This design comes from an exercise in tuning for small area on the open sky130 flow, not from production work. Where RTL was checked, it was by simulation tests only, not by an equivalence proof against the original. The flow treats the clock pin as an ideal source, which a real chip does not have. Power is estimated from default activity; no workload was simulated.

==> inputs of run a <==
==> flow/design.v <==
module fifo_word
#(parameter DATA_WIDTH = 32)
(
	input logic clk,
	input logic wr,
	input logic hold_n,
	input logic [DATA_WIDTH - 1 : 0] x,
	output logic [DATA_WIDTH - 1 : 0] q
);
always_ff @(posedge clk)
	q <= ~((q | {DATA_WIDTH{wr}}) & (x | {DATA_WIDTH{hold_n}}));
endmodule
module fifo_read
#(parameter SIZE = 32, parameter DATA_WIDTH = 32)
(
	input logic [SIZE - 1 : 0] sel,
	input logic [SIZE * DATA_WIDTH - 1 : 0] d,
	output logic [DATA_WIDTH - 1 : 0] y
);
always_comb
begin
	y = 'b0;
	for (int i = 0; i < SIZE; i++)
		y = y | ({DATA_WIDTH{sel[i]}} & d[i * DATA_WIDTH +: DATA_WIDTH]);
end
endmodule
module syncFIFO
#(parameter SIZE = 16, parameter DATA_WIDTH = 4, parameter FALL_THROUGH = 1, localparam ADDR_WIDTH = $clog2(SIZE))
(
	input logic clk,
	input logic rst,
	input logic en,
	input logic rw,
	input logic[ADDR_WIDTH - 1 : 0] addr,
	input logic [DATA_WIDTH - 1 : 0] in,
	output logic empty,
	output logic full,
	output logic[DATA_WIDTH - 1 : 0] out
);
logic [ADDR_WIDTH : 0] tailPtr;
logic [ADDR_WIDTH : 0] headPtr;
logic pol;
logic push, pop;
logic [SIZE - 1 : 0] wr, hold_n, rsel;
logic [DATA_WIDTH - 1 : 0] x;
logic [SIZE * DATA_WIDTH - 1 : 0] q;
logic [DATA_WIDTH - 1 : 0] t;
assign empty = tailPtr == headPtr;
assign full = tailPtr[ADDR_WIDTH - 1 : 0] == headPtr[ADDR_WIDTH - 1 : 0] && tailPtr[ADDR_WIDTH] != headPtr[ADDR_WIDTH];
assign push = en && rw && !full;
assign pop = en && !rw && !empty;
assign x = in ^ {DATA_WIDTH{pol}};
genvar g;
generate
for (g = 0; g < SIZE; g++)
begin: word
	assign wr[g] = push && tailPtr[ADDR_WIDTH - 1 : 0] == g;
	assign hold_n[g] = !(push && tailPtr[ADDR_WIDTH - 1 : 0] == g);
	assign rsel[g] = !empty && headPtr[ADDR_WIDTH - 1 : 0] == g;
	fifo_word #(.DATA_WIDTH(DATA_WIDTH)) u_word
	(
		.clk(clk), .wr(wr[g]), .hold_n(hold_n[g]), .x(x), .q(q[g * DATA_WIDTH +: DATA_WIDTH])
	);
end
endgenerate
fifo_read #(.SIZE(SIZE), .DATA_WIDTH(DATA_WIDTH)) u_read (.sel(rsel), .d(q), .y(t));
assign out = t ^ {DATA_WIDTH{pol && !empty}};
always_ff @(posedge clk or posedge rst)
	if (rst)
	begin
		tailPtr <= 0;
		headPtr <= 0;
		pol <= 1'b0;
	end
	else
	begin
		pol <= !pol;
		if (push)
			tailPtr <= tailPtr + 1;
		if (pop)
			headPtr <= headPtr + 1;
	end
endmodule
module fifo_top
(
	input  logic clk,
	input  logic rst,
	input  logic en,
	input  logic rw,
	input  logic [4 : 0] addr,
	input  logic [31 : 0] in,
	output logic empty,
	output logic full,
	output logic [31 : 0] out
);
syncFIFO #(.SIZE(32), .DATA_WIDTH(32), .FALL_THROUGH(1)) u_fifo
(
	.clk(clk), .rst(rst), .en(en), .rw(rw), .addr(addr), .in(in),
	.empty(empty), .full(full), .out(out)
);
endmodule
==> flow/run.sh <==
#!/bin/bash
# synth_recipe.tcl (not shown) runs the flow's synth.tcl, then flattens the netlist and writes it again
# the make line also repeats each setting of config.mk as NAME=value (left out here)
make -C /OpenROAD-flow-scripts/flow DESIGN_CONFIG=/design/flow/config.mk WORK_HOME=/design/flow/orfs CLKGATE_MAP_FILE= SYNTH_SCRIPT=/design/flow/synth_recipe.tcl finish
==> flow/config.mk <==
export PLATFORM = sky130hd
export DESIGN_NAME = fifo_top
export DESIGN_NICKNAME = fifo_top
export VERILOG_FILES = /design/flow/design.v
export SDC_FILE = /design/flow/constraint.sdc
export NUM_CORES = 4
export LEC_CHECK = 0
export CAP_MARGIN = 20
export CORE_MARGIN = 2
export CORE_UTILIZATION = 40
export SLEW_MARGIN = 20
export SYNTH_HIERARCHICAL = 1
export SYNTH_MINIMUM_KEEP_SIZE = 0
==> flow/constraint.sdc <==
create_clock -name core_clock -period 6.0 [get_ports {clk}]
set_input_delay 1.2000 -clock core_clock [delete_from_list [all_inputs] [get_ports {clk}]]
set_output_delay 1.2000 -clock core_clock [all_outputs]
set_load 0.01 [all_outputs]
==> run b (differences from run a) <==
==> flow/design.v, changed modules only <==
module fifo_bank
#(parameter NW = 16, parameter DATA_WIDTH = 32)
(
	input logic clk,
	input logic pol,
	input logic [DATA_WIDTH - 1 : 0] in,
	input logic [NW - 1 : 0] wr,
	input logic [NW - 1 : 0] hold_n,
	output logic [NW * DATA_WIDTH - 1 : 0] q
);
logic [DATA_WIDTH - 1 : 0] x;
assign x = in ^ {DATA_WIDTH{pol}};
genvar g;
generate
for (g = 0; g < NW; g++)
begin: word
	fifo_word #(.DATA_WIDTH(DATA_WIDTH)) u_word
	(
		.clk(clk), .wr(wr[g]), .hold_n(hold_n[g]), .x(x), .q(q[g * DATA_WIDTH +: DATA_WIDTH])
	);
end
endgenerate
endmodule
module fifo_sel
#(parameter N = 3, parameter DATA_WIDTH = 32)
(
	input logic [N - 1 : 0] sel,
	input logic [N * DATA_WIDTH - 1 : 0] d,
	output logic [DATA_WIDTH - 1 : 0] y_n
);
logic [DATA_WIDTH - 1 : 0] y;
always_comb
begin
	y = 'b0;
	for (int i = 0; i < N; i++)
		y = y | ({DATA_WIDTH{sel[i]}} & d[i * DATA_WIDTH +: DATA_WIDTH]);
end
assign y_n = ~y;
endmodule
module fifo_read
#(parameter SIZE = 32, parameter DATA_WIDTH = 32, localparam NG = (SIZE + 2) / 3)
(
	input logic [SIZE - 1 : 0] sel,
	input logic [SIZE * DATA_WIDTH - 1 : 0] d,
	output logic [DATA_WIDTH - 1 : 0] y
);
logic [DATA_WIDTH - 1 : 0] g_n [0 : NG - 1];
fifo_dec #(.SIZE(SIZE), .INV(0)) u_wdec (.en(push), .a(tailPtr), .y(wr));
fifo_dec #(.SIZE(SIZE), .INV(1)) u_hdec (.en(push), .a(tailPtr), .y(hold_n));
fifo_dec #(.SIZE(SIZE), .INV(0)) u_rdec (.en(!empty_r), .a(headPtr), .y(rsel));
genvar g;
generate
for (g = 0; g < NG; g++)
begin: grp
	localparam int N = (3 * g + 3 <= SIZE) ? 3 : SIZE - 3 * g;
	fifo_sel #(.N(N), .DATA_WIDTH(DATA_WIDTH)) u_sel
	(
		.sel(sel[3 * g +: N]), .d(d[3 * g * DATA_WIDTH +: N * DATA_WIDTH]), .y_n(g_n[g])
	);
end
endgenerate
always_comb
begin
	y = 'b0;
	for (int i = 0; i < NG; i++)
		y = y | ~g_n[i];
end
endmodule
module fifo_dec
#(parameter SIZE = 32, parameter INV = 0, localparam ADDR_WIDTH = $clog2(SIZE))
(
	input logic en,
	input logic [ADDR_WIDTH - 1 : 0] a,
	output logic [SIZE - 1 : 0] y
);
always_comb
	for (int i = 0; i < SIZE; i++)
		y[i] = (en && a == i) ^ (INV != 0);
endmodule
module syncFIFO
#(parameter SIZE = 16, parameter DATA_WIDTH = 4, parameter FALL_THROUGH = 1, localparam ADDR_WIDTH = $clog2(SIZE))
(
	input logic clk,
	input logic rst,
	input logic en,
	input logic rw,
	input logic[ADDR_WIDTH - 1 : 0] addr,
	input logic [DATA_WIDTH - 1 : 0] in,
	output logic empty,
	output logic full,
	output logic[DATA_WIDTH - 1 : 0] out
);
logic [ADDR_WIDTH - 1 : 0] tailPtr;
logic [ADDR_WIDTH - 1 : 0] headPtr;
logic empty_r, full_r;
logic pol;
logic push, pop;
logic [ADDR_WIDTH - 1 : 0] tailNext, headNext;
logic [SIZE - 1 : 0] wr, hold_n, rsel;
logic [SIZE * DATA_WIDTH - 1 : 0] q;
logic [DATA_WIDTH - 1 : 0] t;
assign empty = empty_r;
assign full = full_r;
assign push = en && rw && !full_r;
assign pop = en && !rw && !empty_r;
assign tailNext = tailPtr + 1'b1;
assign headNext = headPtr + 1'b1;
fifo_dec #(.SIZE(SIZE), .INV(0)) u_wdec (.en(push), .a(tailPtr), .y(wr));
fifo_dec #(.SIZE(SIZE), .INV(1)) u_hdec (.en(push), .a(tailPtr), .y(hold_n));
fifo_dec #(.SIZE(SIZE), .INV(0)) u_rdec (.en(!empty_r), .a(headPtr), .y(rsel));
genvar g;
generate
for (g = 0; g < SIZE / 16; g++)
begin: bank
	fifo_bank #(.NW(16), .DATA_WIDTH(DATA_WIDTH)) u_bank
	(
		.clk(clk), .pol(pol), .in(in), .wr(wr[16 * g +: 16]), .hold_n(hold_n[16 * g +: 16]),
		.q(q[16 * g * DATA_WIDTH +: 16 * DATA_WIDTH])
	);
end
endgenerate
fifo_read #(.SIZE(SIZE), .DATA_WIDTH(DATA_WIDTH)) u_read (.sel(rsel), .d(q), .y(t));
assign out = t ^ {DATA_WIDTH{pol && !empty_r}};
always_ff @(posedge clk or posedge rst)
	if (rst)
	begin
		tailPtr <= 0;
		headPtr <= 0;
		empty_r <= 1'b1;
		full_r <= 1'b0;
		pol <= 1'b0;
	end
	else
	begin
		pol <= !pol;
		if (push)
		begin
			tailPtr <= tailNext;
			empty_r <= 1'b0;
			full_r <= tailNext == headPtr;
		end
		if (pop)
		begin
			headPtr <= headNext;
			full_r <= 1'b0;
			empty_r <= headNext == tailPtr;
		end
	end
endmodule
==> flow/flow/run.sh (new file) <==
#!/bin/bash
# The standard layout, with a clock tree of small buffers and no dummy
# loads (leaf buffers upsized after CTS only where the clock edge at the
# flip-flops would be slow), port buffers of the smallest buffer cell.
set -euo pipefail
here=$(pwd)
export CTS_ARGS="-sink_clustering_enable -repair_clock_nets -dont_use_dummy_load -buf_list sky130_fd_sc_hd__clkbuf_4 -sink_clustering_size 10 -sink_clustering_max_diameter 50"
export POST_CTS_TCL="$here/flow/post_cts.tcl"
export CLK_SLEW_TARGET=0.10
export BUFFER_PORTS_ARGS="-buffer_cell sky130_fd_sc_hd__buf_1"
bash standard.sh > standard.log 2>&1
==> flow/flow/post_cts.tcl (new file) <==
# Upsize clock buffers whose sinks see a slow clock edge, then legalize.
estimate_parasitics -placement
set sizes {sky130_fd_sc_hd__clkbuf_2 sky130_fd_sc_hd__clkbuf_4 sky130_fd_sc_hd__clkbuf_8 sky130_fd_sc_hd__clkbuf_16}
set target 0.09
if { [info exists ::env(CLK_SLEW_TARGET)] } { set target $::env(CLK_SLEW_TARGET) }
for {set it 0} {$it < 4} {incr it} {
  set changed 0
  foreach inst [get_cells *] {
    set m [get_property $inst ref_name]
    set idx [lsearch $sizes $m]
    if { $idx < 0 || $idx == [llength $sizes] - 1 } { continue }
    set out [get_pins -of_objects $inst -filter "direction == output"]
    set worst 0
    foreach p [get_pins -of_objects [get_nets -of_objects $out] -filter "direction == input"] {
      foreach pr {slew_max_rise slew_max_fall} {
        set v [get_property $p $pr]
        if { $v > $worst } { set worst $v }
      }
    }
    if { $worst > $target } {
      replace_cell $inst [lindex $sizes [expr { $idx + 1 }]]
      incr changed
    }
  }
  puts "post_cts: pass $it upsized $changed clock buffers"
  if { $changed == 0 } { break }
  estimate_parasitics -placement
}
detailed_placement
==> flow/standard.sh (new file) <==
#!/bin/bash
# synth_recipe.tcl (not shown) runs the flow's synth.tcl, then flattens the netlist and writes it again
# the make line also repeats each setting of config.mk as NAME=value (left out here)
make -C /OpenROAD-flow-scripts/flow DESIGN_CONFIG=/design/flow/config.mk WORK_HOME=/design/flow/orfs CLKGATE_MAP_FILE= SYNTH_SCRIPT=/design/flow/synth_recipe.tcl "${@:-finish}"
- CAP_MARGIN: 20 -> 5
- CORE_UTILIZATION: 40 -> 70
- SLEW_MARGIN: 20 -> 5
removed: flow/run.sh
==> run c (differences from run a) <==
==> flow/design.v, changed modules only <==
module syncFIFO
#(parameter SIZE = 16, parameter DATA_WIDTH = 4, parameter FALL_THROUGH = 1, localparam ADDR_WIDTH = $clog2(SIZE))
(
	input logic clk,
	input logic rst,
	input logic en,
	input logic rw,
	input logic[ADDR_WIDTH - 1 : 0] addr,
	input logic [DATA_WIDTH - 1 : 0] in,
	output logic empty,
	output logic full,
	output logic[DATA_WIDTH - 1 : 0] out
);
logic [DATA_WIDTH - 1 : 0] mem [0 : SIZE - 1];
logic [ADDR_WIDTH : 0] tailPtr;
logic [ADDR_WIDTH : 0] headPtr;
logic[DATA_WIDTH - 1 : 0] out_r;
logic[DATA_WIDTH - 1 : 0] out_t;
assign empty = tailPtr == headPtr;
assign full = tailPtr[ADDR_WIDTH - 1 : 0] == headPtr[ADDR_WIDTH - 1 : 0] && tailPtr[ADDR_WIDTH] != headPtr[ADDR_WIDTH];
assign out_t = empty ? 'b0 : mem[headPtr[ADDR_WIDTH - 1 : 0]];
assign out = FALL_THROUGH ? out_t : out_r;
always_ff @(posedge clk or posedge rst)
begin
	if(rst)
	begin  
	for(int i = 0; i < SIZE; i++)
		mem[i] <= 'b0;
	tailPtr <= 0;
	headPtr <= 0;
	out_r <= 'b0;
        end
else
begin: run
	if(en)
	begin: enable
		if(rw)
		begin: write
			if(!full)
			begin 
			mem[tailPtr[ADDR_WIDTH - 1 : 0]] <= in;
			tailPtr <= tailPtr + 1;
		end
	end
	else
	begin: read
		if(!empty)
		begin                          
		out_r <= mem[headPtr[ADDR_WIDTH - 1 : 0]];
		headPtr <= headPtr + 1;
	end
end
	end
end
end
endmodule
// module fifo_word removed
// module fifo_read removed
- SYNTH_HIERARCHICAL: 1 -> default
- SYNTH_MINIMUM_KEEP_SIZE: 0 -> default
==> notes <==
Global-route usage, lowest first: run a, run c, run b.
Between run b and run c, the lower sequential cell count is in run c (gap 1).
Run c finished with timing, DRC and antenna clean. Run a completed with no timing, DRC or antenna violations. Run b went through all stages and came out clean.
In run b the combinational power is lower than in run a, by 21%.
Via count: run a < run b < run c.
Worst setup slack, lowest first: run a, run c, run b.
Against run b, the clock skew of run a is lower by 27 ps.
Synthesized cell count: run c > run a > run b.
First-iteration DRC count: run b > run c > run a.
The highest maximum frequency belongs to run b, the lowest to run a.
Routed wire length: run c > run a > run b.
Synthesized area, highest first: run c, run a, run b.
==> figures <==
	run c	run b	run a
Result of the run	complete, no violations	complete, no violations	complete, no violations
Sinks on the clock net	1,036	1,037	1,037
Synth Warn #	2	34	9
Post-CTS clock slew at the launch and capture registers of the worst setup and hold paths	60 ps	70 ps	60 ps
Most frequent cell after synthesis	dfrtp_1	o22ai_1	-
Horizontal die dimension	345 um	231 um	305 um
Weighted congestion reported at the end of routability-driven placement	0.869	0.898	0.917
Post-synthesis instance total	3,430	3,129	3,309
Vias	32.5k	31.0k	30.4k
Sequential cell count	1,036	1,037	1,037
Fraction of area in non-clock buffers	4.25%	3.24%	3.74%
GR Layer Usage met1	40.3%	56.3%	37.1%
Critical path arrival	4650 ps	4110 ps	4730 ps
Share of the final layout cell area in multi-input gates	36.2%	34.5%	33.7%
Met3 wire length	16.6 mm	16.8 mm	12.1 mm
Beginning of the worst register-to-register path	u_fifo.headPtr[4]	u_fifo.pol	u_fifo.pol
Sequential logic power	10.4 mW	9.98 mW	11.4 mW
Wl on met1	72.3 mm	45.3 mm	55.1 mm
Mapped Nets	3,483	3,172	3,362
Effective utilization at floorplan	40.2%	70.5%	40.3%
Total of plain and repair buffers excluding clock buffers	264	194	171
Post-synthesis instance area	46,500 um^2	36,000 um^2	36,100 um^2
Complex-gate fraction of the synthesized area	9.09%	27.4%	28.8%
Only the layout flow was run in run c; the RTL was not checked for function there.

afterwards: timing with drivers on the ports:
How much do the figures lean on ideal ports? The routed layouts below were timed once more, with nothing changed but the port constraints. Step 1: set_driving_cell puts a clkbuf_16 on clk and a buf_2 on each other input, an assumption about the parent block. Step 2 moves the port delays by t, midway between the first and last clock arrival at a register: inputs arrive t later, outputs are due t later. That takes back most of the time a late clock gives input paths. a / b / c = ideal ports / drivers / drivers and shift; a / b = the first two.
run	t, ns	setup slack, ns	slew at the worst register clock pin (ns)	cell pins on the clock port's net
run a	0.736	0.074 / 0.007 / 0.743	0.07 / 0.07	1
run b	0.682	0.692 / 0.625 / 1.307	0.11 / 0.11	1
run c	0.773	0.152 / 0.077 / 0.850	0.07 / 0.07	1
After both steps setup and hold are still met in every run listed.
